From an optimization exercise on the open Yosys and OpenROAD flow, aimed at small area and a short achievable clock period; shortcuts taken in it are not production practice.
Only simulation tests tie the RTL to the original design; equivalence was not proved.
No driver is modelled on the clock port, so clocking that relies on it looks cheaper here than on a real chip.
Power and IR drop assume default switching activity.

`design/flow/design.v`:
```
module SMC_top (
    input            clk,
    input      [1:0] mode,
    input      [2:0] Vgs0, Vgs1, Vgs2, Vgs3, Vgs4, Vgs5,
    input      [2:0] Vds0, Vds1, Vds2, Vds3, Vds4, Vds5,
    input      [2:0] W0, W1, W2, W3, W4, W5,
    output reg [9:0] out
);
    reg [1:0] r_mode;
    reg [2:0] r_Vgs0, r_Vgs1, r_Vgs2, r_Vgs3, r_Vgs4, r_Vgs5;
    reg [2:0] r_Vds0, r_Vds1, r_Vds2, r_Vds3, r_Vds4, r_Vds5;
    reg [2:0] r_W0, r_W1, r_W2, r_W3, r_W4, r_W5;
    wire [9:0] core_out;
    always @(posedge clk) begin
        r_mode <= mode;
        r_Vgs0 <= Vgs0; r_Vgs1 <= Vgs1; r_Vgs2 <= Vgs2;
        r_Vgs3 <= Vgs3; r_Vgs4 <= Vgs4; r_Vgs5 <= Vgs5;
        r_Vds0 <= Vds0; r_Vds1 <= Vds1; r_Vds2 <= Vds2;
        r_Vds3 <= Vds3; r_Vds4 <= Vds4; r_Vds5 <= Vds5;
        r_W0 <= W0; r_W1 <= W1; r_W2 <= W2;
        r_W3 <= W3; r_W4 <= W4; r_W5 <= W5;
        out <= core_out;
    end
    SMC core (
        .out(core_out), .mode(r_mode),
        .Vgs0(r_Vgs0), .Vgs1(r_Vgs1), .Vgs2(r_Vgs2), .Vgs3(r_Vgs3), .Vgs4(r_Vgs4), .Vgs5(r_Vgs5),
        .Vds0(r_Vds0), .Vds1(r_Vds1), .Vds2(r_Vds2), .Vds3(r_Vds3), .Vds4(r_Vds4), .Vds5(r_Vds5),
        .W0(r_W0), .W1(r_W1), .W2(r_W2), .W3(r_W3), .W4(r_W4), .W5(r_W5)
    );
endmodule

module CalcLut(Vgs, Vds, yI, yG, y3I, y3G, y23I, y23G);
  input [2:0] Vgs;
  wire [2:0] Vgs;
  input [2:0] Vds;
  wire [2:0] Vds;
  output [5:0] yI;
  wire [5:0] yI;
  output [5:0] yG;
  wire [5:0] yG;
  output [3:0] y3I;
  wire [3:0] y3I;
  output [3:0] y3G;
  wire [3:0] y3G;
  output [4:0] y23I;
  wire [4:0] y23I;
  output [4:0] y23G;
  wire [4:0] y23G;
  wire _0_;
  wire _10_;
  wire _11_;
  wire _12_;
  wire _13_;
  wire _14_;
  wire _15_;
  wire _16_;
  wire _17_;
  wire _18_;
  wire _19_;
  wire _1_;
  wire _20_;
  wire _21_;
  wire _22_;
  wire _23_;
  wire _24_;
  wire _25_;
  wire _26_;
  wire _27_;
  wire _28_;
  wire _29_;
  wire _2_;
  wire _30_;
  wire _31_;
  wire _32_;
  wire _33_;
  wire _34_;
  wire _35_;
  wire _36_;
  wire _37_;
  wire _38_;
  wire _39_;
  wire _3_;
  wire _40_;
  wire _41_;
  wire _42_;
  wire _43_;
  wire _44_;
  wire _45_;
  wire _46_;
  wire _47_;
  wire _48_;
  wire _49_;
  wire _4_;
  wire _50_;
  wire _51_;
  wire _52_;
  wire _53_;
  wire _54_;
  wire _55_;
  wire _56_;
  wire _57_;
  wire _58_;
  wire _59_;
  wire _5_;
  wire _60_;
  wire _61_;
  wire _62_;
  wire _6_;
  wire _7_;
  wire _8_;
  wire _9_;
  assign _5_ = ~(_6_ | _34_);
  assign _4_ = ~(Vds[0] & Vds[1]);
  assign _3_ = _4_ & ~(Vds[2]);
  assign _2_ = _3_ | _31_;
  assign _1_ = Vgs[1] & ~(_2_);
  assign y23I[4] = _1_ & ~(_5_);
  assign _0_ = Vgs[0] | ~(Vds[2]);
  assign _62_ = _21_ & ~(_39_);
  assign _61_ = _0_ & ~(_62_);
  assign _60_ = Vgs[2] & ~(_61_);
  assign yI[3] = _60_ | _33_;
  assign _59_ = ~(_28_ | Vds[0]);
  assign _58_ = _28_ & ~(_32_);
  assign _57_ = ~(_58_ | _59_);
  assign _56_ = ~(_57_ | _62_);
  assign yG[1] = ~_56_;
  assign y23G[3] = yI[5] & ~(_36_);
  assign y23G[2] = ~(y23G[3] | _2_);
  assign _55_ = y23G[2] & _37_;
  assign _54_ = _25_ & ~(_7_);
  assign _53_ = _36_ & ~(_22_);
  assign _52_ = _53_ | _15_;
  assign _51_ = _52_ | _54_;
  assign y23I[1] = _51_ | _55_;
  assign _50_ = _3_ & ~(_22_);
  assign _49_ = Vgs[1] & ~(_26_);
  assign y23I[0] = _49_ | _50_;
  assign _48_ = _10_ | _20_;
  assign yI[2] = _5_ | ~(_48_);
  assign _47_ = _8_ & ~(yI[3]);
  assign _46_ = _48_ & ~(_47_);
  assign y23I[3] = _18_ & ~(_46_);
  assign yI[1] = Vgs[0] & ~(_56_);
  assign yG[2] = _12_ | ~(_34_);
  assign yG[3] = _22_ & ~(_9_);
  assign _45_ = _59_ & ~(yG[3]);
  assign _44_ = _56_ | _18_;
  assign _43_ = yG[2] | _31_;
  assign _42_ = ~(_43_ | _57_);
  assign y23G[0] = _42_ | ~(_44_);
  assign _41_ = _15_ | ~(_43_);
  assign _40_ = _41_ & ~(y23G[0]);
  assign y23G[1] = _40_ | _45_;
  assign _39_ = ~Vgs[1];
  assign _38_ = Vds[0] & Vgs[0];
  assign _37_ = _38_ | _39_;
  assign _36_ = ~Vds[1];
  assign _35_ = Vds[2] | ~(Vgs[2]);
  assign _34_ = _35_ | _36_;
  assign _33_ = _37_ & ~(_34_);
  assign _32_ = ~Vgs[0];
  assign _31_ = ~Vgs[2];
  assign _30_ = Vgs[1] & ~(Vds[1]);
  assign _29_ = Vds[2] & ~(_30_);
  assign _28_ = _29_ | _31_;
  assign _27_ = _28_ | _32_;
  assign _26_ = _27_ | _33_;
  assign _25_ = Vgs[1] & ~(_35_);
  assign _24_ = Vgs[0] | ~(Vds[0]);
  assign _23_ = _25_ & ~(_24_);
  assign _22_ = Vgs[1] | Vgs[0];
  assign _21_ = ~(Vds[1] | Vds[2]);
  assign _20_ = ~(_21_ | _22_);
  assign _19_ = ~(_20_ | _23_);
  assign y23I[2] = ~(_19_ & _26_);
  assign _18_ = Vgs[2] & ~(_21_);
  assign _17_ = ~(Vgs[1] & Vgs[0]);
  assign _16_ = Vds[1] & ~(_17_);
  assign _15_ = _31_ & ~(_17_);
  assign _14_ = _22_ & ~(_15_);
  assign _13_ = Vds[2] & ~(_14_);
  assign _12_ = _13_ | _16_;
  assign _11_ = _35_ & ~(_12_);
  assign _10_ = _11_ | _25_;
  assign _9_ = ~(Vgs[2] & Vds[2]);
  assign yI[5] = ~(_9_ | _17_);
  assign _8_ = _10_ & ~(yI[5]);
  assign yI[4] = _8_ & _18_;
  assign _7_ = Vgs[0] & ~(Vds[0]);
  assign _6_ = ~(_7_ | _23_);
  assign y23G[4] = 1'h0;
  assign y3G = { 1'h0, y23G[3:1] };
  assign y3I = y23I[4:1];
  assign { yG[5:4], yG[0] } = 3'h0;
  assign yI[0] = yG[1];
endmodule
module Calc(output [6:0] val, input m, input [2:0] Vgs, Vds, W);
    wire [5:0] yI, yG; wire [3:0] y3I, y3G; wire [4:0] y23I, y23G;
    CalcLut t(.Vgs(Vgs), .Vds(Vds), .yI(yI), .yG(yG), .y3I(y3I), .y3G(y3G), .y23I(y23I), .y23G(y23G));
    wire [5:0] y = m ? yI : yG; wire [3:0] y3 = m ? y3I : y3G; wire [4:0] y23 = m ? y23I : y23G;
    wire q2 = W[2] & W[1];
    wire q1 = ~q2 & (W[2] | (W[1] & W[0]));
    wire r1 = (W == 3'd1) | (W == 3'd4) | (W == 3'd7);
    wire r2 = (W == 3'd2) | (W == 3'd5);
    wire [6:0] A = ({7{q2}} & {y, 1'b0}) | ({7{q1}} & {1'b0, y});
    wire [4:0] B = ({5{r1}} & {1'b0, y3}) | ({5{r2}} & y23);
    assign val = A + B;
endmodule
module Cmp7(a, b, ge);
  input [6:0] a;
  wire [6:0] a;
  input [6:0] b;
  wire [6:0] b;
  output ge;
  wire ge;
  wire _0_;
  wire _10_;
  wire _11_;
  wire _12_;
  wire _13_;
  wire _14_;
  wire _15_;
  wire _16_;
  wire _17_;
  wire _18_;
  wire _19_;
  wire _1_;
  wire _20_;
  wire _21_;
  wire _22_;
  wire _23_;
  wire _2_;
  wire _3_;
  wire _4_;
  wire _5_;
  wire _6_;
  wire _7_;
  wire _8_;
  wire _9_;
  assign _8_ = a[6] | ~(b[6]);
  assign _7_ = b[6] | ~(a[6]);
  assign _6_ = a[5] | ~(b[5]);
  assign _5_ = b[5] | ~(a[5]);
  assign _4_ = a[4] | ~(b[4]);
  assign _3_ = b[4] | ~(a[4]);
  assign _2_ = a[3] | ~(b[3]);
  assign _1_ = b[1] | ~(a[1]);
  assign _0_ = a[0] | ~(b[0]);
  assign _23_ = _1_ & ~(_0_);
  assign _22_ = b[2] & ~(a[2]);
  assign _21_ = b[1] & ~(a[1]);
  assign _20_ = _21_ | _22_;
  assign _19_ = _20_ | _23_;
  assign _18_ = a[3] & ~(b[3]);
  assign _17_ = a[2] & ~(b[2]);
  assign _16_ = _17_ | _18_;
  assign _15_ = _19_ & ~(_16_);
  assign _9_ = _2_ & ~(_15_);
  assign _10_ = _3_ & ~(_9_);
  assign _11_ = _4_ & ~(_10_);
  assign _12_ = _5_ & ~(_11_);
  assign _13_ = _6_ & ~(_12_);
  assign _14_ = _7_ & ~(_13_);
  assign ge = _8_ & ~(_14_);
endmodule
module Dec5(b, top, sp, sq, sr);
  input [4:0] b;
  wire [4:0] b;
  input top;
  wire top;
  output sp;
  wire sp;
  output sq;
  wire sq;
  output sr;
  wire sr;
  wire _0_;
  wire _10_;
  wire _11_;
  wire _12_;
  wire _13_;
  wire _14_;
  wire _15_;
  wire _16_;
  wire _17_;
  wire _18_;
  wire _19_;
  wire _1_;
  wire _20_;
  wire _2_;
  wire _3_;
  wire _4_;
  wire _5_;
  wire _6_;
  wire _7_;
  wire _8_;
  wire _9_;
  assign _11_ = b[2] & b[4];
  assign _10_ = b[0] ^ b[1];
  assign _9_ = ~(_10_ ^ b[3]);
  assign _8_ = b[2] ^ b[4];
  assign _7_ = _8_ & ~(_9_);
  assign _6_ = _7_ | _11_;
  assign _5_ = b[0] | b[1];
  assign _4_ = _10_ & ~(b[3]);
  assign _3_ = _5_ & ~(_4_);
  assign _2_ = _3_ & _6_;
  assign _1_ = _2_ ^ top;
  assign _0_ = ~(_8_ ^ _9_);
  assign _20_ = ~(_0_ ^ top);
  assign _19_ = ~(_3_ ^ _6_);
  assign _12_ = ~(_19_ & _20_);
  assign sq = _1_ & ~(_12_);
  assign _13_ = ~(_0_ & top);
  assign _14_ = _19_ | ~(_0_);
  assign _15_ = _3_ | _6_;
  assign _16_ = top & ~(_15_);
  assign _17_ = _14_ & ~(_16_);
  assign sp = _13_ & ~(_17_);
  assign _18_ = _16_ | _20_;
  assign sr = _1_ & ~(_18_);
endmodule
module Sort(
    output [5:0] sp, sq, sr,
    input top,
    input [6:0] n0, n1, n2, n3, n4, n5);
    wire g01;   
    Cmp7 k01(.a(n0), .b(n1), .ge(g01));
    wire g02;   
    Cmp7 k02(.a(n0), .b(n2), .ge(g02));
    wire g03;   
    Cmp7 k03(.a(n0), .b(n3), .ge(g03));
    wire g04;   
    Cmp7 k04(.a(n0), .b(n4), .ge(g04));
    wire g05;   
    Cmp7 k05(.a(n0), .b(n5), .ge(g05));
    wire g12;   
    Cmp7 k12(.a(n1), .b(n2), .ge(g12));
    wire g13;   
    Cmp7 k13(.a(n1), .b(n3), .ge(g13));
    wire g14;   
    Cmp7 k14(.a(n1), .b(n4), .ge(g14));
    wire g15;   
    Cmp7 k15(.a(n1), .b(n5), .ge(g15));
    wire g23;   
    Cmp7 k23(.a(n2), .b(n3), .ge(g23));
    wire g24;   
    Cmp7 k24(.a(n2), .b(n4), .ge(g24));
    wire g25;   
    Cmp7 k25(.a(n2), .b(n5), .ge(g25));
    wire g34;   
    Cmp7 k34(.a(n3), .b(n4), .ge(g34));
    wire g35;   
    Cmp7 k35(.a(n3), .b(n5), .ge(g35));
    wire g45;   
    Cmp7 k45(.a(n4), .b(n5), .ge(g45));
    Dec5 d0(.b({~g05, ~g04, ~g03, ~g02, ~g01}), .top(top), .sp(sp[0]), .sq(sq[0]), .sr(sr[0]));
    Dec5 d1(.b({~g15, ~g14, ~g13, ~g12, g01}), .top(top), .sp(sp[1]), .sq(sq[1]), .sr(sr[1]));
    Dec5 d2(.b({~g25, ~g24, ~g23, g12, g02}), .top(top), .sp(sp[2]), .sq(sq[2]), .sr(sr[2]));
    Dec5 d3(.b({~g35, ~g34, g23, g13, g03}), .top(top), .sp(sp[3]), .sq(sq[3]), .sr(sr[3]));
    Dec5 d4(.b({~g45, g34, g24, g14, g04}), .top(top), .sp(sp[4]), .sq(sq[4]), .sr(sr[4]));
    Dec5 d5(.b({g45, g35, g25, g15, g05}), .top(top), .sp(sp[5]), .sq(sq[5]), .sr(sr[5]));
endmodule
module Choose(out, w, sp, sq, sr, n0, n1, n2, n3, n4, n5);
  output [9:0] out;
  wire [9:0] out;
  input w;
  wire w;
  input [5:0] sp;
  wire [5:0] sp;
  input [5:0] sq;
  wire [5:0] sq;
  input [5:0] sr;
  wire [5:0] sr;
  input [6:0] n0;
  wire [6:0] n0;
  input [6:0] n1;
  wire [6:0] n1;
  input [6:0] n2;
  wire [6:0] n2;
  input [6:0] n3;
  wire [6:0] n3;
  input [6:0] n4;
  wire [6:0] n4;
  input [6:0] n5;
  wire [6:0] n5;
  wire _0_;
  wire _100_;
  wire _101_;
  wire _102_;
  wire _103_;
  wire _104_;
  wire _105_;
  wire _106_;
  wire _107_;
  wire _108_;
  wire _109_;
  wire _10_;
  wire _110_;
  wire _111_;
  wire _112_;
  wire _113_;
  wire _114_;
  wire _115_;
  wire _116_;
  wire _117_;
  wire _118_;
  wire _119_;
  wire _11_;
  wire _120_;
  wire _121_;
  wire _122_;
  wire _123_;
  wire _124_;
  wire _125_;
  wire _126_;
  wire _127_;
  wire _128_;
  wire _129_;
  wire _12_;
  wire _130_;
  wire _131_;
  wire _132_;
  wire _133_;
  wire _134_;
  wire _135_;
  wire _136_;
  wire _137_;
  wire _138_;
  wire _139_;
  wire _13_;
  wire _140_;
  wire _141_;
  wire _142_;
  wire _143_;
  wire _144_;
  wire _145_;
  wire _146_;
  wire _147_;
  wire _148_;
  wire _149_;
  wire _14_;
  wire _150_;
  wire _151_;
  wire _152_;
  wire _153_;
  wire _154_;
  wire _155_;
  wire _156_;
  wire _157_;
  wire _158_;
  wire _159_;
  wire _15_;
  wire _160_;
  wire _161_;
  wire _162_;
  wire _163_;
  wire _164_;
  wire _165_;
  wire _166_;
  wire _167_;
  wire _168_;
  wire _169_;
  wire _16_;
  wire _170_;
  wire _171_;
  wire _172_;
  wire _173_;
  wire _174_;
  wire _175_;
  wire _176_;
  wire _177_;
  wire _178_;
  wire _179_;
  wire _17_;
  wire _180_;
  wire _181_;
  wire _182_;
  wire _183_;
  wire _184_;
  wire _185_;
  wire _186_;
  wire _187_;
  wire _188_;
  wire _189_;
  wire _18_;
  wire _190_;
  wire _191_;
  wire _192_;
  wire _193_;
  wire _194_;
  wire _195_;
  wire _196_;
  wire _197_;
  wire _198_;
  wire _199_;
  wire _19_;
  wire _1_;
  wire _200_;
  wire _201_;
  wire _202_;
  wire _203_;
  wire _204_;
  wire _205_;
  wire _206_;
  wire _207_;
  wire _208_;
  wire _209_;
  wire _20_;
  wire _210_;
  wire _211_;
  wire _212_;
  wire _213_;
  wire _214_;
  wire _215_;
  wire _216_;
  wire _217_;
  wire _218_;
  wire _219_;
  wire _21_;
  wire _220_;
  wire _221_;
  wire _222_;
  wire _223_;
  wire _224_;
  wire _225_;
  wire _226_;
  wire _227_;
  wire _228_;
  wire _229_;
  wire _22_;
  wire _230_;
  wire _231_;
  wire _232_;
  wire _233_;
  wire _234_;
  wire _235_;
  wire _236_;
  wire _237_;
  wire _238_;
  wire _239_;
  wire _23_;
  wire _240_;
  wire _241_;
  wire _242_;
  wire _243_;
  wire _244_;
  wire _245_;
  wire _246_;
  wire _247_;
  wire _248_;
  wire _249_;
  wire _24_;
  wire _250_;
  wire _251_;
  wire _252_;
  wire _253_;
  wire _254_;
  wire _255_;
  wire _256_;
  wire _257_;
  wire _258_;
  wire _259_;
  wire _25_;
  wire _260_;
  wire _261_;
  wire _262_;
  wire _263_;
  wire _264_;
  wire _265_;
  wire _266_;
  wire _267_;
  wire _268_;
  wire _269_;
  wire _26_;
  wire _270_;
  wire _271_;
  wire _272_;
  wire _273_;
  wire _274_;
  wire _275_;
  wire _276_;
  wire _277_;
  wire _278_;
  wire _279_;
  wire _27_;
  wire _280_;
  wire _281_;
  wire _282_;
  wire _283_;
  wire _284_;
  wire _285_;
  wire _286_;
  wire _287_;
  wire _288_;
  wire _289_;
  wire _28_;
  wire _290_;
  wire _291_;
  wire _292_;
  wire _293_;
  wire _294_;
  wire _295_;
  wire _296_;
  wire _297_;
  wire _298_;
  wire _299_;
  wire _29_;
  wire _2_;
  wire _300_;
  wire _301_;
  wire _302_;
  wire _303_;
  wire _304_;
  wire _305_;
  wire _306_;
  wire _307_;
  wire _308_;
  wire _309_;
  wire _30_;
  wire _310_;
  wire _311_;
  wire _312_;
  wire _313_;
  wire _314_;
  wire _315_;
  wire _316_;
  wire _317_;
  wire _318_;
  wire _319_;
  wire _31_;
  wire _320_;
  wire _321_;
  wire _322_;
  wire _323_;
  wire _324_;
  wire _325_;
  wire _326_;
  wire _327_;
  wire _328_;
  wire _329_;
  wire _32_;
  wire _330_;
  wire _331_;
  wire _332_;
  wire _333_;
  wire _334_;
  wire _335_;
  wire _336_;
  wire _337_;
  wire _338_;
  wire _339_;
  wire _33_;
  wire _340_;
  wire _341_;
  wire _342_;
  wire _343_;
  wire _344_;
  wire _345_;
  wire _346_;
  wire _347_;
  wire _348_;
  wire _349_;
  wire _34_;
  wire _350_;
  wire _351_;
  wire _352_;
  wire _353_;
  wire _354_;
  wire _355_;
  wire _356_;
  wire _357_;
  wire _358_;
  wire _359_;
  wire _35_;
  wire _360_;
  wire _361_;
  wire _362_;
  wire _363_;
  wire _364_;
  wire _365_;
  wire _366_;
  wire _367_;
  wire _368_;
  wire _369_;
  wire _36_;
  wire _370_;
  wire _371_;
  wire _372_;
  wire _373_;
  wire _374_;
  wire _375_;
  wire _376_;
  wire _377_;
  wire _378_;
  wire _379_;
  wire _37_;
  wire _380_;
  wire _381_;
  wire _382_;
  wire _383_;
  wire _384_;
  wire _38_;
  wire _39_;
  wire _3_;
  wire _40_;
  wire _41_;
  wire _42_;
  wire _43_;
  wire _44_;
  wire _45_;
  wire _46_;
  wire _47_;
  wire _48_;
  wire _49_;
  wire _4_;
  wire _50_;
  wire _51_;
  wire _52_;
  wire _53_;
  wire _54_;
  wire _55_;
  wire _56_;
  wire _57_;
  wire _58_;
  wire _59_;
  wire _5_;
  wire _60_;
  wire _61_;
  wire _62_;
  wire _63_;
  wire _64_;
  wire _65_;
  wire _66_;
  wire _67_;
  wire _68_;
  wire _69_;
  wire _6_;
  wire _70_;
  wire _71_;
  wire _72_;
  wire _73_;
  wire _74_;
  wire _75_;
  wire _76_;
  wire _77_;
  wire _78_;
  wire _79_;
  wire _7_;
  wire _80_;
  wire _81_;
  wire _82_;
  wire _83_;
  wire _84_;
  wire _85_;
  wire _86_;
  wire _87_;
  wire _88_;
  wire _89_;
  wire _8_;
  wire _90_;
  wire _91_;
  wire _92_;
  wire _93_;
  wire _94_;
  wire _95_;
  wire _96_;
  wire _97_;
  wire _98_;
  wire _99_;
  wire _9_;
  wire _c115;
  wire _c116;
  wire _c117;
  wire _c118;
  wire _c119;
  wire _c120;
  wire _c121;
  wire _c122;
  wire _c22;
  wire _c61;
  assign _313_ = ~(n5[0] & sr[5]);
  assign _312_ = n0[0] & sr[0];
  assign _311_ = _313_ & ~(_312_);
  assign _310_ = n3[0] & sr[3];
  assign _309_ = n4[0] & sr[4];
  assign _308_ = _309_ | _310_;
  assign _307_ = n1[0] & sr[1];
  assign _306_ = n2[0] & sr[2];
  assign _305_ = _306_ | _307_;
  assign _304_ = _305_ | _308_;
  assign _303_ = _311_ & ~(_304_);
  assign _302_ = w & ~(_303_);
  assign _301_ = ~(n4[1] & sp[4]);
  assign _300_ = n0[1] & sp[0];
  assign _299_ = _301_ & ~(_300_);
  assign _298_ = n2[1] & sp[2];
  assign _297_ = n5[1] & sp[5];
  assign _296_ = _297_ | _298_;
  assign _295_ = n3[1] & sp[3];
  assign _294_ = n1[1] & sp[1];
  assign _293_ = _294_ | _295_;
  assign _292_ = _293_ | _296_;
  assign _291_ = _299_ & ~(_292_);
  assign _290_ = ~(sr[4] & n4[1]);
  assign _289_ = sr[0] & n0[1];
  assign _288_ = _290_ & ~(_289_);
  assign _287_ = sr[5] & n5[1];
  assign _286_ = sr[3] & n3[1];
  assign _285_ = _286_ | _287_;
  assign _284_ = sr[2] & n2[1];
  assign _283_ = sr[1] & n1[1];
  assign _282_ = _283_ | _284_;
  assign _281_ = _282_ | _285_;
  assign _280_ = _288_ & ~(_281_);
  assign _279_ = _280_ ^ _291_;
  assign _278_ = ~(sq[5] & n5[1]);
  assign _277_ = sq[1] & n1[1];
  assign _276_ = _278_ & ~(_277_);
  assign _275_ = sq[2] & n2[1];
  assign _274_ = sq[3] & n3[1];
  assign _273_ = _274_ | _275_;
  assign _272_ = sq[4] & n4[1];
  assign _271_ = sq[0] & n0[1];
  assign _270_ = _271_ | _272_;
  assign _269_ = _270_ | _273_;
  assign _268_ = _276_ & ~(_269_);
  assign _267_ = _268_ | w;
  assign _266_ = ~(n3[0] & sp[3]);
  assign _265_ = n0[0] & sp[0];
  assign _264_ = _266_ & ~(_265_);
  assign _263_ = n4[0] & sp[4];
  assign _262_ = n5[0] & sp[5];
  assign _261_ = _262_ | _263_;
  assign _260_ = n2[0] & sp[2];
  assign _259_ = n1[0] & sp[1];
  assign _258_ = _259_ | _260_;
  assign _257_ = _258_ | _261_;
  assign _256_ = _264_ & ~(_257_);
  assign _255_ = w & ~(_256_);
  assign _254_ = _267_ & ~(_255_);
  assign _253_ = _254_ ^ _279_;
  assign _252_ = _256_ | _303_;
  assign _251_ = ~w;
  assign _250_ = ~(n4[0] & sq[4]);
  assign _249_ = n2[0] & sq[2];
  assign _248_ = _250_ & ~(_249_);
  assign _247_ = n3[0] & sq[3];
  assign _246_ = n5[0] & sq[5];
  assign _245_ = _246_ | _247_;
  assign _244_ = n1[0] & sq[1];
  assign _243_ = n0[0] & sq[0];
  assign _242_ = _243_ | _244_;
  assign _241_ = _242_ | _245_;
  assign _240_ = _248_ & ~(_241_);
  assign _239_ = _251_ & ~(_240_);
  assign _238_ = ~(_256_ ^ _303_);
  assign _237_ = _239_ & ~(_238_);
  assign _236_ = _252_ & ~(_237_);
  assign _235_ = _236_ | _253_;
  assign _234_ = ~(n2[2] & sp[2]);
  assign _233_ = n1[2] & sp[1];
  assign _232_ = _234_ & ~(_233_);
  assign _231_ = n5[2] & sp[5];
  assign _230_ = n4[2] & sp[4];
  assign _229_ = _230_ | _231_;
  assign _228_ = n0[2] & sp[0];
  assign _227_ = n3[2] & sp[3];
  assign _226_ = _227_ | _228_;
  assign _225_ = _226_ | _229_;
  assign _224_ = _232_ & ~(_225_);
  assign _223_ = ~(n2[2] & sr[2]);
  assign _222_ = n1[2] & sr[1];
  assign _221_ = _223_ & ~(_222_);
  assign _220_ = n5[2] & sr[5];
  assign _219_ = n3[2] & sr[3];
  assign _218_ = _219_ | _220_;
  assign _217_ = n0[2] & sr[0];
  assign _216_ = n4[2] & sr[4];
  assign _215_ = _216_ | _217_;
  assign _214_ = _215_ | _218_;
  assign _213_ = _221_ & ~(_214_);
  assign _212_ = _213_ ^ _224_;
  assign _211_ = ~(n5[2] & sq[5]);
  assign _210_ = n0[2] & sq[0];
  assign _209_ = _211_ & ~(_210_);
  assign _208_ = n3[2] & sq[3];
  assign _207_ = n4[2] & sq[4];
  assign _206_ = _207_ | _208_;
  assign _205_ = n2[2] & sq[2];
  assign _204_ = n1[2] & sq[1];
  assign _203_ = _204_ | _205_;
  assign _202_ = _203_ | _206_;
  assign _201_ = _209_ & ~(_202_);
  assign _200_ = _201_ | w;
  assign _199_ = w & ~(_291_);
  assign _198_ = _200_ & ~(_199_);
  assign _197_ = _198_ ^ _212_;
  assign _196_ = w & ~(_240_);
  assign _195_ = _280_ | _291_;
  assign _194_ = _279_ & ~(_254_);
  assign _193_ = _195_ & ~(_194_);
  assign _192_ = ~(_193_ ^ _196_);
  assign _191_ = _192_ ^ _197_;
  assign _190_ = ~(_191_ ^ _235_);
  assign _c115 = ~(_190_ ^ _302_);
  assign _189_ = w & ~(_280_);
  assign _188_ = _196_ | ~(_193_);
  assign _187_ = _192_ & _197_;
  assign _186_ = _188_ & ~(_187_);
  assign _185_ = _186_ ^ _189_;
  assign _184_ = ~(n3[3] & sr[3]);
  assign _183_ = n2[3] & sr[2];
  assign _182_ = _184_ & ~(_183_);
  assign _181_ = n5[3] & sr[5];
  assign _180_ = n4[3] & sr[4];
  assign _179_ = _180_ | _181_;
  assign _178_ = n0[3] & sr[0];
  assign _177_ = n1[3] & sr[1];
  assign _176_ = _177_ | _178_;
  assign _175_ = _176_ | _179_;
  assign _174_ = _182_ & ~(_175_);
  assign _173_ = ~(n4[3] & sp[4]);
  assign _172_ = n2[3] & sp[2];
  assign _171_ = _173_ & ~(_172_);
  assign _170_ = n5[3] & sp[5];
  assign _169_ = n3[3] & sp[3];
  assign _168_ = _169_ | _170_;
  assign _167_ = n0[3] & sp[0];
  assign _166_ = n1[3] & sp[1];
  assign _165_ = _166_ | _167_;
  assign _164_ = _165_ | _168_;
  assign _163_ = _171_ & ~(_164_);
  assign _162_ = _163_ ^ _174_;
  assign _161_ = ~(n1[3] & sq[1]);
  assign _160_ = n3[3] & sq[3];
  assign _159_ = _161_ & ~(_160_);
  assign _158_ = n5[3] & sq[5];
  assign _157_ = n4[3] & sq[4];
  assign _156_ = _157_ | _158_;
  assign _155_ = n0[3] & sq[0];
  assign _154_ = n2[3] & sq[2];
  assign _153_ = _154_ | _155_;
  assign _152_ = _153_ | _156_;
  assign _151_ = _159_ & ~(_152_);
  assign _150_ = _151_ | w;
  assign _149_ = w & ~(_224_);
  assign _148_ = _150_ & ~(_149_);
  assign _147_ = _148_ ^ _162_;
  assign _146_ = w & ~(_268_);
  assign _145_ = _213_ | _224_;
  assign _144_ = _212_ & ~(_198_);
  assign _143_ = _145_ & ~(_144_);
  assign _142_ = ~(_143_ ^ _146_);
  assign _141_ = _142_ ^ _147_;
  assign _140_ = _141_ ^ _185_;
  assign _139_ = _191_ | _235_;
  assign _138_ = _302_ & ~(_190_);
  assign _137_ = _139_ & ~(_138_);
  assign _c116 = _137_ ^ _140_;
  assign _136_ = _137_ | _140_;
  assign _135_ = _186_ | _189_;
  assign _134_ = _141_ & _185_;
  assign _133_ = _134_ | ~(_135_);
  assign _132_ = w & ~(_213_);
  assign _131_ = _146_ | ~(_143_);
  assign _130_ = _142_ & _147_;
  assign _129_ = _131_ & ~(_130_);
  assign _128_ = _129_ ^ _132_;
  assign _127_ = ~(n2[4] & sr[2]);
  assign _126_ = n3[4] & sr[3];
  assign _125_ = _127_ & ~(_126_);
  assign _124_ = n5[4] & sr[5];
  assign _123_ = n4[4] & sr[4];
  assign _122_ = _123_ | _124_;
  assign _121_ = n1[4] & sr[1];
  assign _120_ = n0[4] & sr[0];
  assign _119_ = _120_ | _121_;
  assign _118_ = _119_ | _122_;
  assign _117_ = _125_ & ~(_118_);
  assign _116_ = ~(n3[4] & sp[3]);
  assign _115_ = n2[4] & sp[2];
  assign _114_ = _116_ & ~(_115_);
  assign _113_ = n5[4] & sp[5];
  assign _112_ = n4[4] & sp[4];
  assign _111_ = _112_ | _113_;
  assign _110_ = n0[4] & sp[0];
  assign _109_ = n1[4] & sp[1];
  assign _108_ = _109_ | _110_;
  assign _107_ = _108_ | _111_;
  assign _106_ = _114_ & ~(_107_);
  assign _105_ = _106_ ^ _117_;
  assign _104_ = ~(n3[4] & sq[3]);
  assign _103_ = n2[4] & sq[2];
  assign _102_ = _104_ & ~(_103_);
  assign _101_ = n5[4] & sq[5];
  assign _100_ = n4[4] & sq[4];
  assign _99_ = _100_ | _101_;
  assign _98_ = n0[4] & sq[0];
  assign _97_ = n1[4] & sq[1];
  assign _96_ = _97_ | _98_;
  assign _95_ = _96_ | _99_;
  assign _94_ = _102_ & ~(_95_);
  assign _93_ = _94_ | w;
  assign _92_ = w & ~(_163_);
  assign _91_ = _93_ & ~(_92_);
  assign _90_ = _91_ ^ _105_;
  assign _89_ = w & ~(_201_);
  assign _88_ = _163_ | _174_;
  assign _87_ = _162_ & ~(_148_);
  assign _86_ = _88_ & ~(_87_);
  assign _85_ = ~(_86_ ^ _89_);
  assign _84_ = _85_ ^ _90_;
  assign _83_ = ~(_84_ ^ _128_);
  assign _82_ = _83_ ^ _133_;
  assign _c117 = _82_ ^ _136_;
  assign _81_ = ~(n1[5] & sr[1]);
  assign _80_ = n3[5] & sr[3];
  assign _79_ = _81_ & ~(_80_);
  assign _78_ = n4[5] & sr[4];
  assign _77_ = n5[5] & sr[5];
  assign _76_ = _77_ | _78_;
  assign _75_ = n0[5] & sr[0];
  assign _74_ = n2[5] & sr[2];
  assign _73_ = _74_ | _75_;
  assign _72_ = _73_ | _76_;
  assign _71_ = _79_ & ~(_72_);
  assign _70_ = ~(n1[5] & sp[1]);
  assign _69_ = n4[5] & sp[4];
  assign _68_ = _70_ & ~(_69_);
  assign _67_ = n3[5] & sp[3];
  assign _66_ = n5[5] & sp[5];
  assign _65_ = _66_ | _67_;
  assign _64_ = n0[5] & sp[0];
  assign _63_ = n2[5] & sp[2];
  assign _62_ = _63_ | _64_;
  assign _61_ = _62_ | _65_;
  assign _60_ = _68_ & ~(_61_);
  assign _59_ = _60_ ^ _71_;
  assign _58_ = ~(n1[5] & sq[1]);
  assign _57_ = n3[5] & sq[3];
  assign _56_ = _58_ & ~(_57_);
  assign _55_ = n4[5] & sq[4];
  assign _54_ = n5[5] & sq[5];
  assign _53_ = _54_ | _55_;
  assign _52_ = n0[5] & sq[0];
  assign _51_ = n2[5] & sq[2];
  assign _50_ = _51_ | _52_;
  assign _49_ = _50_ | _53_;
  assign _48_ = _56_ & ~(_49_);
  assign _47_ = _48_ | w;
  assign _46_ = w & ~(_106_);
  assign _45_ = _47_ & ~(_46_);
  assign _44_ = ~(_45_ ^ _59_);
  assign _43_ = w & ~(_151_);
  assign _42_ = _106_ | _117_;
  assign _41_ = _105_ & ~(_91_);
  assign _40_ = _42_ & ~(_41_);
  assign _39_ = ~(_40_ ^ _43_);
  assign _38_ = ~(_39_ ^ _44_);
  assign _37_ = w & ~(_174_);
  assign _36_ = _89_ | ~(_86_);
  assign _35_ = _85_ & _90_;
  assign _34_ = _36_ & ~(_35_);
  assign _33_ = _34_ ^ _37_;
  assign _32_ = ~(_33_ ^ _38_);
  assign _31_ = _129_ | _132_;
  assign _30_ = _84_ & _128_;
  assign _29_ = _31_ & ~(_30_);
  assign _28_ = _29_ ^ _32_;
  assign _27_ = _133_ & ~(_83_);
  assign _26_ = _136_ & ~(_82_);
  assign _25_ = _26_ | _27_;
  assign _c118 = ~(_25_ ^ _28_);
  assign _24_ = ~(n5[6] & sp[5]);
  assign _23_ = n2[6] & sp[2];
  assign _22_ = _24_ & ~(_23_);
  assign _21_ = n4[6] & sp[4];
  assign _20_ = n3[6] & sp[3];
  assign _19_ = _20_ | _21_;
  assign _18_ = n0[6] & sp[0];
  assign _17_ = n1[6] & sp[1];
  assign _16_ = _17_ | _18_;
  assign _15_ = _16_ | _19_;
  assign _14_ = _22_ & ~(_15_);
  assign _13_ = n1[6] & sr[1];
  assign _12_ = n3[6] & sr[3];
  assign _11_ = ~(_12_ | _13_);
  assign _10_ = n4[6] & sr[4];
  assign _9_ = n5[6] & sr[5];
  assign _8_ = _9_ | _10_;
  assign _7_ = n0[6] & sr[0];
  assign _6_ = n2[6] & sr[2];
  assign _5_ = _6_ | _7_;
  assign _4_ = _5_ | _8_;
  assign _3_ = _11_ & ~(_4_);
  assign _2_ = _3_ ^ _14_;
  assign _1_ = ~(n2[6] & sq[2]);
  assign _0_ = n3[6] & sq[3];
  assign _384_ = _1_ & ~(_0_);
  assign _383_ = n5[6] & sq[5];
  assign _382_ = n4[6] & sq[4];
  assign _381_ = _382_ | _383_;
  assign _380_ = n0[6] & sq[0];
  assign _379_ = n1[6] & sq[1];
  assign _378_ = _379_ | _380_;
  assign _377_ = _378_ | _381_;
  assign _376_ = _384_ & ~(_377_);
  assign _375_ = _376_ | w;
  assign _374_ = w & ~(_60_);
  assign _373_ = _375_ & ~(_374_);
  assign _372_ = ~(_373_ ^ _2_);
  assign _371_ = _94_ | _251_;
  assign _370_ = ~(_60_ & _71_);
  assign _369_ = _45_ & _59_;
  assign _368_ = _370_ & ~(_369_);
  assign _367_ = ~(_368_ ^ _371_);
  assign _366_ = ~(_367_ ^ _372_);
  assign _365_ = w & ~(_117_);
  assign _364_ = ~_365_;
  assign _363_ = _43_ & ~(_40_);
  assign _362_ = _39_ & _44_;
  assign _361_ = ~(_362_ | _363_);
  assign _360_ = _361_ ^ _364_;
  assign _359_ = _360_ ^ _366_;
  assign _358_ = _34_ | _37_;
  assign _357_ = _33_ & _38_;
  assign _356_ = _358_ & ~(_357_);
  assign _355_ = ~(_356_ ^ _359_);
  assign _354_ = ~(_29_ & _32_);
  assign _353_ = _28_ & ~(_25_);
  assign _352_ = _354_ & ~(_353_);
  assign _c119 = ~(_352_ ^ _355_);
  assign _351_ = _14_ ^ _48_;
  assign _350_ = _351_ ^ _71_;
  assign _349_ = w & ~(_350_);
  assign _348_ = _371_ | ~(_368_);
  assign _347_ = _367_ & _372_;
  assign _346_ = _348_ & ~(_347_);
  assign _345_ = ~(_346_ ^ _349_);
  assign _344_ = ~(_3_ & _14_);
  assign _343_ = _373_ & _2_;
  assign _342_ = _344_ & ~(_343_);
  assign _341_ = ~(_342_ ^ _345_);
  assign _314_ = ~(_361_ & _364_);
  assign _315_ = _360_ & _366_;
  assign _316_ = _314_ & ~(_315_);
  assign _317_ = ~(_316_ ^ _341_);
  assign _318_ = _359_ | ~(_356_);
  assign _319_ = _355_ & ~(_352_);
  assign _320_ = _318_ & ~(_319_);
  assign _c120 = ~(_320_ ^ _317_);
  assign _321_ = ~(_376_ ^ _3_);
  assign _322_ = ~(_14_ & _48_);
  assign _323_ = _351_ & _71_;
  assign _324_ = _322_ & ~(_323_);
  assign _325_ = _324_ ^ _321_;
  assign _326_ = w & ~(_325_);
  assign _327_ = _349_ & ~(_346_);
  assign _328_ = _342_ & _345_;
  assign _329_ = _328_ | _327_;
  assign _330_ = _341_ | ~(_316_);
  assign _331_ = _317_ & ~(_320_);
  assign _332_ = _330_ & ~(_331_);
  assign _333_ = ~(_332_ ^ _329_);
  assign _c121 = _333_ ^ _326_;
  assign _334_ = _329_ & ~(_332_);
  assign _335_ = _333_ & _326_;
  assign _336_ = _335_ | _334_;
  assign _337_ = _324_ | _321_;
  assign _338_ = _376_ & _3_;
  assign _339_ = _338_ | _251_;
  assign _340_ = _337_ & ~(_339_);
  assign _c122 = _340_ ^ _336_;
  assign _c61 = _236_ ^ _253_;
  assign _c22 = ~(_238_ ^ _239_);
  assign out = { _c122, _c121, _c120, _c119, _c118, _c117, _c116, _c115, _c61, _c22 };
endmodule
module SMC(output [9:0] out,
           input [1:0] mode,
           input [2:0] Vgs0, Vgs1, Vgs2, Vgs3, Vgs4, Vgs5,
           input [2:0] Vds0, Vds1, Vds2, Vds3, Vds4, Vds5,
           input [2:0] W0, W1, W2, W3, W4, W5
           );
    wire [6:0] n0, n1, n2, n3, n4, n5;
    Calc c0(.val(n0), .m(mode[0]), .Vgs(Vgs0), .Vds(Vds0), .W(W0));
    Calc c1(.val(n1), .m(mode[0]), .Vgs(Vgs1), .Vds(Vds1), .W(W1));
    Calc c2(.val(n2), .m(mode[0]), .Vgs(Vgs2), .Vds(Vds2), .W(W2));
    Calc c3(.val(n3), .m(mode[0]), .Vgs(Vgs3), .Vds(Vds3), .W(W3));
    Calc c4(.val(n4), .m(mode[0]), .Vgs(Vgs4), .Vds(Vds4), .W(W4));
    Calc c5(.val(n5), .m(mode[0]), .Vgs(Vgs5), .Vds(Vds5), .W(W5));
    wire [5:0] sp, sq, sr;
    Sort sort_val(.sp(sp), .sq(sq), .sr(sr), .top(mode[1]),
                  .n0(n0), .n1(n1), .n2(n2), .n3(n3), .n4(n4), .n5(n5));
    Choose choose_out(.out(out), .w(mode[0]), .sp(sp), .sq(sq), .sr(sr),
                      .n0(n0), .n1(n1), .n2(n2), .n3(n3), .n4(n4), .n5(n5));
endmodule
```
`design/flow/flow/run.sh`:
```
#!/bin/bash
# Own flow: the standard synthesis, then the combinational cells are
# re-mapped by ABC (flip-flops kept as they are, same names and cells); the standard flow's
# standard layout with small port buffers. After clock tree synthesis the
# output registers' clock pins get a short buffer chain of their own, so they
# are clocked a little later than the input registers (skew that helps the
# register-to-register paths; it only lengthens the paths to the outputs).
set -euo pipefail
HERE=$(pwd)
R=$HERE/orfs/results/$FLOW_PLATFORM/SMC_top/base
LIB=$FLOW_HOME/platforms/sky130hd/lib/sky130_fd_sc_hd__tt_025C_1v80.lib
source $HERE/flow/params.sh
bash standard.sh synth > synth_std.log 2>&1
cp $R/1_2_yosys.v $HERE/synth_std.v
DU=$(grep -A40 "DONT_USE_CELLS +=" $FLOW_HOME/platforms/sky130hd/config.mk | grep -o "sky130_fd_sc_hd__[a-z0-9_]*" | sed 's/^/-dont_use /' | tr '\n' ' ')
cat > resynth.ys <<EOT
read_liberty -ignore_miss_func $LIB
blackbox sky130_fd_sc_hd__dfxtp_1
read_verilog $HERE/synth_std.v
hierarchy -top $FLOW_TOP
flatten
opt_clean
abc -script $HERE/flow/resynth.abc -liberty $LIB $DU -D $ABC_D
opt_clean -purge
hilomap -singleton -hicell sky130_fd_sc_hd__conb_1 HI -locell sky130_fd_sc_hd__conb_1 LO
stat -liberty $LIB
write_verilog -noattr -nohex -nodec $HERE/synth_re.v
EOT
yosys -s resynth.ys > resynth.log 2>&1
cp $HERE/synth_re.v $R/1_2_yosys.v
rm -f $R/1_synth.odb $R/1_synth.sdc
bash standard.sh "BUFFER_PORTS_ARGS=$PORT_BUF_ARGS" ${CTS_ARGS:+"CTS_ARGS=$CTS_ARGS"} $EXTRA_MAKE cts > layout_cts.log 2>&1
if [[ -n "$SKEW_CELLS" ]]; then
  # SKEW_CELLS: candidate chains separated by ';'. Each is tried on the placed
  # design; the one that leaves the largest worst setup slack (with no hold
  # violation) is kept.
  cp $R/4_cts.odb $HERE/4_cts_noskew.odb
  best=""; best_ws=-1000; i=0
  IFS=';' read -ra CANDS <<< "$SKEW_CELLS"
  for chain in "${CANDS[@]}"; do
    i=$((i+1))
    cp $HERE/4_cts_noskew.odb $R/4_cts.odb
    R=$R LIB=$LIB SKEW_CELLS="$chain" HOLD_FIX="${HOLD_FIX:-}" RR_DERATE=${RR_DERATE:-0} ROOT_REGS="${ROOT_REGS:-}" PRE_REPAIR="${PRE_REPAIR:-}" SKEW_WRITE=0 openroad -no_init -exit $HERE/flow/skew.tcl > skew_try$i.log 2>&1 || true
    res=$(grep '^RESULT' skew_try$i.log | tail -1 || true)
    ws=$(echo "$res" | awk '{print $2}'); wh=$(echo "$res" | awk '{print $3}')
    echo "candidate $i {$chain}: $res" >> skew_choice.log
    if [[ -n "$ws" ]] && awk -v ws="$ws" -v wh="$wh" -v b="$best_ws" 'BEGIN { exit !(wh >= 0 && ws > b) }'; then
      best="$chain"; best_ws=$ws
    fi
  done
  echo "chosen {$best}" >> skew_choice.log
  cp $HERE/4_cts_noskew.odb $R/4_cts.odb
  if [[ -n "$best" ]]; then
    R=$R LIB=$LIB SKEW_CELLS="$best" HOLD_FIX="${HOLD_FIX:-}" RR_DERATE=${RR_DERATE:-0} ROOT_REGS="${ROOT_REGS:-}" PRE_REPAIR="${PRE_REPAIR:-}" SKEW_WRITE=1 openroad -no_init -exit $HERE/flow/skew.tcl > skew.log 2>&1
  fi
fi
bash standard.sh "BUFFER_PORTS_ARGS=$PORT_BUF_ARGS" ${CTS_ARGS:+"CTS_ARGS=$CTS_ARGS"} $EXTRA_MAKE ${FINISH_MAKE:-} finish > layout.log 2>&1
```
`design/flow/flow/params.sh`:
```
ABC_D=6500
PORT_BUF_ARGS="-buffer_cell sky130_fd_sc_hd__buf_1"
EXTRA_MAKE=""
SKEW_CELLS="sky130_fd_sc_hd__clkdlybuf4s50_1 sky130_fd_sc_hd__clkbuf_8;sky130_fd_sc_hd__clkdlybuf4s50_1 sky130_fd_sc_hd__clkdlybuf4s25_1 sky130_fd_sc_hd__clkbuf_8;sky130_fd_sc_hd__clkdlybuf4s50_1 sky130_fd_sc_hd__clkdlybuf4s50_1 sky130_fd_sc_hd__clkbuf_8;sky130_fd_sc_hd__clkdlybuf4s50_1 sky130_fd_sc_hd__clkdlybuf4s50_1 sky130_fd_sc_hd__clkdlybuf4s15_1 sky130_fd_sc_hd__clkbuf_8;sky130_fd_sc_hd__clkdlybuf4s50_1 sky130_fd_sc_hd__clkdlybuf4s50_1 sky130_fd_sc_hd__clkdlybuf4s25_1 sky130_fd_sc_hd__clkbuf_8;sky130_fd_sc_hd__clkdlybuf4s50_1 sky130_fd_sc_hd__clkdlybuf4s50_1 sky130_fd_sc_hd__clkdlybuf4s50_1 sky130_fd_sc_hd__clkbuf_8;sky130_fd_sc_hd__clkdlybuf4s50_1 sky130_fd_sc_hd__clkdlybuf4s50_1 sky130_fd_sc_hd__clkdlybuf4s50_1 sky130_fd_sc_hd__clkdlybuf4s15_1 sky130_fd_sc_hd__clkbuf_8"
HOLD_FIX="sky130_fd_sc_hd__dlygate4sd3_1 0.15 1.0"
RR_DERATE=0.5
CTS_ARGS="-sink_clustering_enable -repair_clock_nets -dont_use_dummy_load -buf_list sky130_fd_sc_hd__clkbuf_8"
PRE_REPAIR=0.9
```
`design/flow/flow/resynth.abc`:
```
strash; dch; map -D 6500; topo; buffer -p; upsize -D 6500; dnsize -D 6500
```
`design/flow/flow/skew.tcl`:
```
# Give the output registers (out[*]) a clock branch of their own: a chain of
# the cells in SKEW_CELLS (first nearest the clock tree), the last one driving
# all of their clock pins. Edits 4_cts.odb in place.
proc load {} {
  read_db $::env(R)/4_cts.odb
  read_liberty $::env(LIB)
  read_sdc $::env(R)/4_cts.sdc
  set_propagated_clock [all_clocks]
  source $::env(FLOW_HOME)/platforms/sky130hd/setRC.tcl
  estimate_parasitics -placement
}
proc apply_chain {chain} {
  # PRE_REPAIR d: first speed up the register-to-register paths (before the
  # skew is added) until their worst slack has improved by d ns, or as far as
  # the resizer gets.
  if {[info exists ::env(PRE_REPAIR)] && $::env(PRE_REPAIR) ne ""} {
    set rr0 [get_property [lindex [find_timing_paths -to [all_registers -data_pins] -path_delay max] 0] slack]
    set_dont_use [get_lib_cells {sky130_fd_sc_hd__probe_p_8 sky130_fd_sc_hd__probec_p_8 sky130_fd_sc_hd__lpflow_*}]
    repair_timing -setup -setup_margin [expr {$rr0 + $::env(PRE_REPAIR)}] -repair_tns 100 -sequence "unbuffer,sizeup,swap,buffer"
    detailed_placement
    estimate_parasitics -placement
    set rr1 [get_property [lindex [find_timing_paths -to [all_registers -data_pins] -path_delay max] 0] slack]
    puts "pre-repair: reg-to-reg worst slack $rr0 -> $rr1"
  }
  # ROOT_REGS: registers whose clock pins move to the clock tree's root
  # buffer output (earlier clock than the tree's leaves).
  if {[info exists ::env(ROOT_REGS)] && $::env(ROOT_REGS) ne ""} {
    set cp [get_pins -of_objects [get_nets clk] -filter "direction == input"]
    set root [get_cells -of_objects $cp]
    set rnet [get_nets -of_objects [get_pins -of_objects $root -filter "direction == output"]]
    puts "root buffer [get_full_name $root] net [get_full_name $rnet]"
    foreach rn $::env(ROOT_REGS) {
      foreach c [get_cells $rn] {
        set it [[sta::sta_to_db_inst $c] findITerm CLK]
        $it disconnect
        $it connect [sta::sta_to_db_net $rnet]
        puts "moved [get_full_name $c] to the root clock net"
      }
    }
    estimate_parasitics -placement
  }
  set pins {}
  set xs 0; set ys 0
  foreach c [get_cells *] {
    if {[regexp {^out\[} [get_full_name $c]] && [string match "sky130_fd_sc_hd__dfxtp_*" [get_property $c ref_name]]} {
      lappend pins [get_pins -of_objects $c -filter "name == CLK"]
      set bb [[sta::sta_to_db_inst $c] getBBox]
      set xs [expr {$xs + [$bb xMin]}]; set ys [expr {$ys + [$bb yMin]}]
    }
  }
  set n [llength $pins]
  puts "output registers: $n"
  set loc [list [expr {$xs / $n / 1000.0}] [expr {$ys / $n / 1000.0}]]
  puts "before:"
  report_clock_skew
  set tip $pins
  set diff 1
  foreach cell [lreverse $chain] {
    if {$diff} {
      insert_buffer -buffer_cell $cell -load_pins $tip -load_pins_on_diff_nets -location $loc
    } else {
      insert_buffer -buffer_cell $cell -load_pins $tip -location $loc
    }
    set diff 0
    set drv [get_pins -of_objects [get_nets -of_objects [lindex $tip 0]] -filter "direction == output"]
    set buf [get_cells -of_objects $drv]
    puts "inserted [get_full_name $buf] ([get_property $buf ref_name])"
    set tip [list [get_pins -of_objects $buf -filter "direction == input"]]
  }
  detailed_placement
  estimate_parasitics -placement
  # Hold: the mode registers reach the outputs both through long paths and
  # through short ones. Delay only the short branches (loads whose paths have
  # setup slack to spare), so that the long paths keep the skew's gain.
  proc mode_loads {net} {
    set out {}
    foreach p [get_pins -of_objects $net -filter "direction == input"] {
      set c [get_cells -of_objects $p]
      if {[regexp {^sky130_fd_sc_hd__(buf|clkbuf|inv|clkinv)_} [get_property $c ref_name]]} {
        set o [get_pins -of_objects $c -filter "direction == output"]
        set out [concat $out [mode_loads [get_nets -of_objects $o]]]
      } else {
        lappend out $p
      }
    }
    return $out
  }
  if {[info exists ::env(HOLD_FIX)] && $::env(HOLD_FIX) ne ""} {
    lassign $::env(HOLD_FIX) hold_cell hold_target setup_guard
    set ws [worst_slack -max]; puts "worst setup slack $ws"
    for {set round 0} {$round < 3} {incr round} {
      set ws [worst_slack -max]
      foreach r [get_cells r_mode*] {
        set q [get_pins -of_objects $r -filter "direction == output"]
        set pick {}
        foreach p [mode_loads [get_nets -of_objects $q]] {
          set smin [get_property $p slack_min]
          set smax [get_property $p slack_max]
          if {$smin < $hold_target && $smax > $ws + $setup_guard} { lappend pick $p; puts "  pick [get_full_name $p] min $smin max $smax" }
        }
        puts "[get_full_name $r]: [llength $pick] short-path loads delayed"
        # one delay cell per net, so that every load keeps the signal (and the
        # polarity) it had
        set bynet [dict create]
        foreach p $pick { dict lappend bynet [get_full_name [get_nets -of_objects $p]] $p }
        dict for {nn ps} $bynet {
          insert_buffer -buffer_cell $hold_cell -load_pins $ps
        }
      }
      detailed_placement
      estimate_parasitics -placement
      if {[worst_slack -min] >= $hold_target} { break }
    }
    detailed_placement
    estimate_parasitics -placement
  }
}
load
apply_chain $::env(SKEW_CELLS)
set rr [get_property [lindex [find_timing_paths -to [all_registers -data_pins] -path_delay max] 0] slack]
set ou [get_property [lindex [find_timing_paths -to [all_outputs] -path_delay max] 0] slack]
puts "RESULT [expr {min($rr - $::env(RR_DERATE), $ou)}] [worst_slack -min] $rr $ou"
if {$::env(SKEW_WRITE) eq "0"} { exit 0 }
check_placement -verbose
puts "after:"
report_clock_skew
report_checks -path_delay max -digits 3
puts "reg2reg:"
report_checks -path_delay max -to [all_registers -data_pins] -digits 3 -format end
report_checks -path_delay min -digits 3
report_checks -to [all_outputs] -path_delay max -digits 3
write_db $::env(R)/4_cts.odb
```
`design/flow/standard.sh`:
```
#!/bin/bash
# synth_recipe.tcl (not shown) runs the flow's synth.tcl, then flattens the netlist and writes it again
# the make line also repeats each setting of config.mk as NAME=value (left out here)
make -C /OpenROAD-flow-scripts/flow DESIGN_CONFIG=/design/flow/config.mk WORK_HOME=/design/flow/orfs CLKGATE_MAP_FILE= SYNTH_SCRIPT=/design/flow/synth_recipe.tcl "${@:-finish}"
```
`design/flow/config.mk`:
```
export PLATFORM = sky130hd
export DESIGN_NAME = SMC_top
export DESIGN_NICKNAME = SMC_top
export VERILOG_FILES = /design/flow/design.v
export SDC_FILE = /design/flow/constraint.sdc
export NUM_CORES = 4
export LEC_CHECK = 0
export ABC_AREA = 1
export CAP_MARGIN = 20
export CORE_MARGIN = 2
export CORE_UTILIZATION = 40
export CTS_BUF_LIST = sky130_fd_sc_hd__clkbuf_8
export SLEW_MARGIN = 20
```
`design/flow/constraint.sdc`:
```
create_clock -name core_clock -period 30.0 [get_ports {clk}]
set_input_delay 6.0000 -clock core_clock [delete_from_list [all_inputs] [get_ports {clk}]]
set_output_delay 6.0000 -clock core_clock [all_outputs]
set_load 0.01 [all_outputs]
```
==> results of run 1 <==
layer usage:
| metal | wire, um | GRT usage | vias up |
|---|---|---|---|
| li1 | - | - | 5451 |
| met1 | 12550 | 0.3233 | 4744 |
| met2 | 12620 | 0.4104 | 492 |
| met3 | 2034 | 0.03373 | 65 |
| met4 | 642 | 0.07991 | 0 |
| met5 | 0 | 0 | - |
power groups by stage:
| stage | Clock [uW] | Combinational, uW | Sequential [uW] |
|---|---|---|---|
| 6_report | 71.3 | 1040 | 115 |
| 5_1_grt | 77.3 | 1170 | 116 |
| 4_1_cts | 67.2 | 964 | 114 |
| 3_5_place_dp | 0 | 959 | 116 |
| 3_3_place_gp | 0 | 953 | 117 |
| 2_1_floorplan | 0 | 774 | 119 |
layout make-up:
cell class	instances	area, um2	share of cell area
clock buffer	12	157.7	0.01616
timing repair buffer	83	389.1	0.03988
sequential	66	1326	0.1359
multi-input combinational	1205	6528	0.6690
inverter	269	1012	0.1037
tap	275	344.1	0.03527
layout by cell type, fill, tap and decap left out, drive strengths merged, types with 2 or more instances in the layout:
cell type    n
nand2      315
inv        268
nor2       248
o21ai      135
a21oi       96
buf         82
dfxtp       66
o221ai      53
o22ai       48
nand3       43
xor2        38
a22oi       37
nor3        36
or2         27
xnor2       14
a32oi       11
clkbuf      10
a221oi      10
o21a         8
o211ai       8
a32o         8
and2         7
a21boi       7
nand4        6
a31oi        6
a22o         5
nor4         5
a211oi       4
a21o         4
o311ai       3
o2111ai      3
o31ai        3
o21bai       2
or3          2
o221a        2
worst register-to-register path, delay by kind of cell, from the launching register on:
family | cells | cell delay (ns)
buffers and inverters | 4 | 0.54
adder cells (fa/ha/maj) | 1 | 0.33
flip-flops | 1 | 0.41
AO/OA/AOI/OAI | 20 | 3.23
XOR/XNOR | 4 | 0.71
AND/OR/NAND/NOR | 25 | 3.03
how the worst min path moves through the flow:
stage	start	end	slack [ns]
2_1_floorplan	r_mode[0]$_DFF_P_	out[0]$_DFF_P_	1.03
3_3_place_gp	r_mode[0]$_DFF_P_	out[0]$_DFF_P_	0.95
3_5_place_dp	r_mode[0]$_DFF_P_	out[0]$_DFF_P_	0.94
4_1_cts	r_mode[0]$_DFF_P_	out[0]$_DFF_P_	1.0
5_1_grt	r_mode[0]$_DFF_P_	out[5]$_DFF_P_	0.39
6_report	r_mode[0]$_DFF_P_	out[5]$_DFF_P_	0.31
stage by stage:
stage	hold slack, ns	std cells
finish	0.3127	1910
global route	0.3896	1910
CTS	0.9959	1893
detailed placement	0.9437	1884
global placement	0.9468	1884
floorplan	1.025	1550
==> impl_metrics.toml, run 1 <==
[timing]
rsz0062_at_grt = "false"
tightestPinTransition_ns = 0.9885
final-max-slew-violation-count = 0
finalCritPeriodShare = 0.2577
fin_tns_setup_ns = 0
slew_headroom = 0.3360
layout_setup_ws_ns = 22.27
fin_crit_ns = 7.731
hold_viol = 0
skew_ns = 0.9180
fmax_ghz = 0.1294
setup_viol_count_final = 0

[yosys]
synth_area_um2 = 8668
synth_area_per_cell_um2 = 5.592
syn_nets = 1607
netlist_instances = 1550
ys_warn_count = 1

[clock_network]
postCtsHoldBufs = 0
clock_tree.root_cell = "clkbuf_8"
cts_buffer_depth = 2
clk_latency_ns = 1.27
cts_setup_buffers = 0
numCtsBuffers = 9
ctsResizeCount = 0
htree_num_levels = 3
cts.clk_slew.worst_paths_ns = 0.09
tritoncts = "done"
cts_sinks = 66

[floorplan]
die_area_um2 = 22860
fp.dieW_um = 151.2
pin_count = 67
initial_core_util = 0.4098
die_h_um = 151.2
placementRows = 53
coreArea_um2 = 21150

[final_layout]
drive_gt1_frac = 0.07768
final_util = 0.4612
layout-area-overhead-vs-synth_pct = 12.56
fin_area_um2 = 9757
regMostFlops = "out"
finalNetCount = 1694
nFillCells = 2279
largest_reg_flops = 10
diodes = 0

[route]
drtIter0Drc = 941
wl_per_cell_um = 14.58
avgViaCountPerCell = 5.629
drc_errors = 0
vias = 10750
routed_wirelength_um = 27840
antenna_left = 0
drt_pass1_iterations = 6

[grt]
grt_pass1_wl_um = 45930
antenna_found_initial = 0
grt_pass1_vias = 9816
grt_usage = 0.2448
grt-ovfl-total = 0
grt_max_degree = 46

[power]
intPower_uw = 528.8
power_density_nw_per_um2 = 125.4
peakVddDrop_mv = 0.1072
clkPwrFrac = 0.058
power_uw = 1223
p_leak_uw = 0.004571
combPwrFrac = 0.848
seq_power_share = 0.094
p_switching_uw = 694.5
p_sw_frac = 0.5677

[placement]
place.gp.congestion = 0.9899
place_ws_ns = 21.14
dpl-instance-area_um2 = 9244
io_buffers = 66
place_hpwl_um = 21860

[worst_hold_path]
hold_path_class = "reg2reg"
holdPathStages = 8

[critical_path]
endpoint_kind = "output port"
cp-endpoint = "out[9]"
start_kind = "register"
path_cells = "buf_1"
crit_slowest_cell = "dfxtp_1"
crit_buf_inv = 1
setup.worst_path.start = "out[9]$_DFF_P_"
critical_path_class = "reg2out"
cp_top_family = "flip-flops"
cp.required_ns = 24.00
max_stage_delay_ns = 0.32
crit-reg2reg-capture = "out[9]$_DFF_P_"
cp.arrival_ns = 1.73
r2r_setup_slack_ns = 22.60
critPathMaxFanout = 1
reg2reg_from = "r_Vgs2[1]$_DFF_P_"
r2r_cells = 54
cp.depth = 1

[status]
status = "no timing/DRC/antenna violations"

[run]
drv_cap = 0
==> inputs of run 2 (changes only) <==
--- a/design/flow/flow/params.sh
+++ b/design/flow/flow/params.sh
@@ -5,4 +5,4 @@
 HOLD_FIX="sky130_fd_sc_hd__dlygate4sd3_1 0.15 1.0"
 RR_DERATE=0.5
 CTS_ARGS="-sink_clustering_enable -repair_clock_nets -dont_use_dummy_load -buf_list sky130_fd_sc_hd__clkbuf_8"
-PRE_REPAIR=0.9
+PRE_REPAIR=1.5
==> design/flow/flow/resynth.abc (replaced) <==
strash; dch; amap
==> run 2 against run 1 <==
Effect of this change: area after synthesis decreased by 9.7%; still clean on timing, DRC and antenna; sequential power decreased by 4%; sequential share of layout area increased by 0.68 points; power decreased by 22%; synthesized cell count decreased by 13%; die area decreased by 9.4%; largest power group unchanged.
==> impl_metrics.toml, run 2 <==
[route]
antenna_left = 0
wl_per_cell_um = 14.61
routed_wirelength_um = 25210
drc_errors = 0
drtIter0Drc = 891
avgViaCountPerCell = 5.962
vias = 10290
drt_pass1_iterations = 8

[clock_network]
cts_buffer_depth = 2
cts_setup_buffers = 0
clock_tree.root_cell = "clkbuf_8"
numCtsBuffers = 9
cts_sinks = 66
cts.clk_slew.worst_paths_ns = 0.07
htree_num_levels = 3
postCtsHoldBufs = 0
tritoncts = "done"
clk_latency_ns = 1.65
ctsResizeCount = 0

[timing]
fin_tns_setup_ns = 0
final-max-slew-violation-count = 0
tightestPinTransition_ns = 1.108
slew_headroom = 0.2554
rsz0062_at_grt = "false"
layout_setup_ws_ns = 21.86
skew_ns = 1.317
finalCritPeriodShare = 0.2714
fin_crit_ns = 8.142
setup_viol_count_final = 0
fmax_ghz = 0.1228
hold_viol = 0

[worst_hold_path]
min_from = "r_mode[0]$_DFF_P_"
holdPathStages = 5
whs_endpoint = "out[8]$_DFF_P_"
hold_path_class = "reg2reg"

[critical_path]
r2r_setup_slack_ns = 21.99
endpoint_kind = "output port"
crit_slowest_cell = "dfxtp_1"
max_stage_delay_ns = 0.31
start_kind = "register"
reg2reg_from = "r_Vgs5[2]$_DFF_P_"
cp.arrival_ns = 2.14
crit_buf_inv = 1
crit-reg2reg-capture = "out[9]$_DFF_P_"
critical_path_class = "reg2out"
critPathMaxFanout = 1
cp.required_ns = 24.00
r2r_cells = 52
cp_top_family = "flip-flops"
path_cells = "buf_1"

[final_layout]
final_cell_mix = "299 x nor2_1, 147 x o22ai_1, 133 x nand2_1"
final_common_cell = "nor2_1"
drive_gt1_frac = 0.09377
fin_cells = 1726
fin_area_um2 = 9289
largest_reg_flops = 10
nFillCells = 1997
final_util = 0.4804
finalNetCount = 1520
regMostFlops = "out"
diodes = 0
layout-area-overhead-vs-synth_pct = 18.65

[floorplan]
die_area_um2 = 20710
initial_core_util = 0.4049
pin_count = 67
fp.dieW_um = 143.9
placementRows = 51
coreArea_um2 = 19330
die_h_um = 143.9

[power]
combPwrFrac = 0.811
peakVddDrop_mv = 0.08155
clkPwrFrac = 0.074
p_switching_uw = 527.6
power_density_nw_per_um2 = 103.3
intPower_uw = 431.8
p_sw_frac = 0.5499
seq_power_share = 0.115
p_leak_uw = 0.003128

[grt]
grt_pass1_vias = 9103
top_usage_layer = "met2"
grt_usage = 0.2422
grt-ovfl-total = 0
grt_pass1_wl_um = 41880
antenna_found_initial = 0
gr-usage-met1 = 0.3177
use_met3 = 0.04432
use_met2 = 0.3995
grt_max_degree = 68

[placement]
place.gp.congestion = 0.9895
dpl-instance-area_um2 = 8529
place_hpwl_um = 18790
dp_cells = 1691
place_ws_ns = 19.50
io_buffers = 66

[yosys]
ys_warn_count = 1
synth_area_um2 = 7829
netlist_instances = 1344
syn_nets = 1401
synth_area_per_cell_um2 = 5.825

[run]
drv_cap = 0

[status]
status = "no timing/DRC/antenna violations"
## run 2: changes by cell type in the layout (fill, tap and decap cells not counted), sizes merged, moves of 33 or more
cell / previous run / this run
inv: 268 / 18
nand2: 315 / 135
clkinv: 1 / 127
o22ai: 48 / 151
nor2: 248 / 305
o221ai: 53 / 13
nand3: 43 / 4
xor2: 38 / 5
## run 2: cell type report
class / count / area (um2) / area share
clock buffers: 13 / 167.7 / 0.01805
inverters: 146 / 551.8 / 0.05940
multi-input cells: 1132 / 6347 / 0.6833
flip-flops and latches: 66 / 1326 / 0.1428
well taps: 265 / 331.6 / 0.03570
repair buffers: 104 / 564.3 / 0.06075
## run 2: layer usage
layer | up-vias | routed length [um]
met5 | - | 0
met4 | 0 | 581
met3 | 70 | 1886
met2 | 448 | 11410
met1 | 4534 | 11330
li1 | 5239 | -
## run 2: worst max-delay path by stage
stage,startpoint,to,cells after the start
after floorplan,r_mode[0]$_DFF_P_,out[9]$_DFF_P_,46
after CTS,r_mode[0]$_DFF_P_,out[9]$_DFF_P_,50
after global routing,r_Vgs4[2]$_DFF_P_,out[9]$_DFF_P_,55
after detailed placement,r_mode[0]$_DFF_P_,out[9]$_DFF_P_,52
final,out[9]$_DFF_P_,out[9],1
after global placement,r_Vgs5[2]$_DFF_P_,out[9]$_DFF_P_,46
## run 2: stage by stage
step / power (uW) / hold WS, ns
after floorplan: 658.9 / 1.126
after global placement: 786.7 / 1.012
after detailed placement: 794.6 / 1.024
after CTS: 859.3 / 1.035
after global routing: 1072 / 0.1414
final: 959.4 / 0.07345
## run 2: power groups by stage
stage | registers (uW) | logic (uW) | clock network [uW]
floorplan | 115 | 544 | 0
detailed placement | 112 | 682 | 0
finish | 110 | 778 | 71.0
global placement | 112 | 675 | 0
CTS | 110 | 686 | 62.8
global route | 112 | 882 | 77.4
## run 2: worst register-to-register path: cells and delay by family (launching register included)
kind | cells | cell delay (ns)
flops | 1 | 0.46
xor+xnor | 1 | 0.21
simple gates | 21 | 2.76
compound gates | 27 | 5.34
buf+inv | 3 | 0.45

## separate check: timing with driven ports
The results above use ideal ports. As a check the final layouts listed here were re-extracted and re-timed, cells and wires unchanged.
Step 1 assumes that a clkbuf_16 drives the clock port and a buf_2 every other input.
Step 2, shift: input delay + t, output delay - t, t = (earliest + latest rising clock arrival at the registers) / 2. This alone moves slack from input paths to output paths.
a / b / c = ideal ports / drivers / drivers and shift; a / b = the first two.
| run | t (ns) | slack for setup (ns) | clock arrival spread, ns | pins driven straight from the clock port |
|---|---|---|---|---|
| run 1 | 0.852 | 22.269 / 22.226 / 22.603 | 0.918 / 0.918 | 1 |
| run 2 | 1.036 | 21.858 / 21.818 / 21.989 | 1.317 / 1.317 | 1 |
Clock arrivals are far apart in run 1 and run 2, so t is only a midpoint there and step 2 fits no single register.
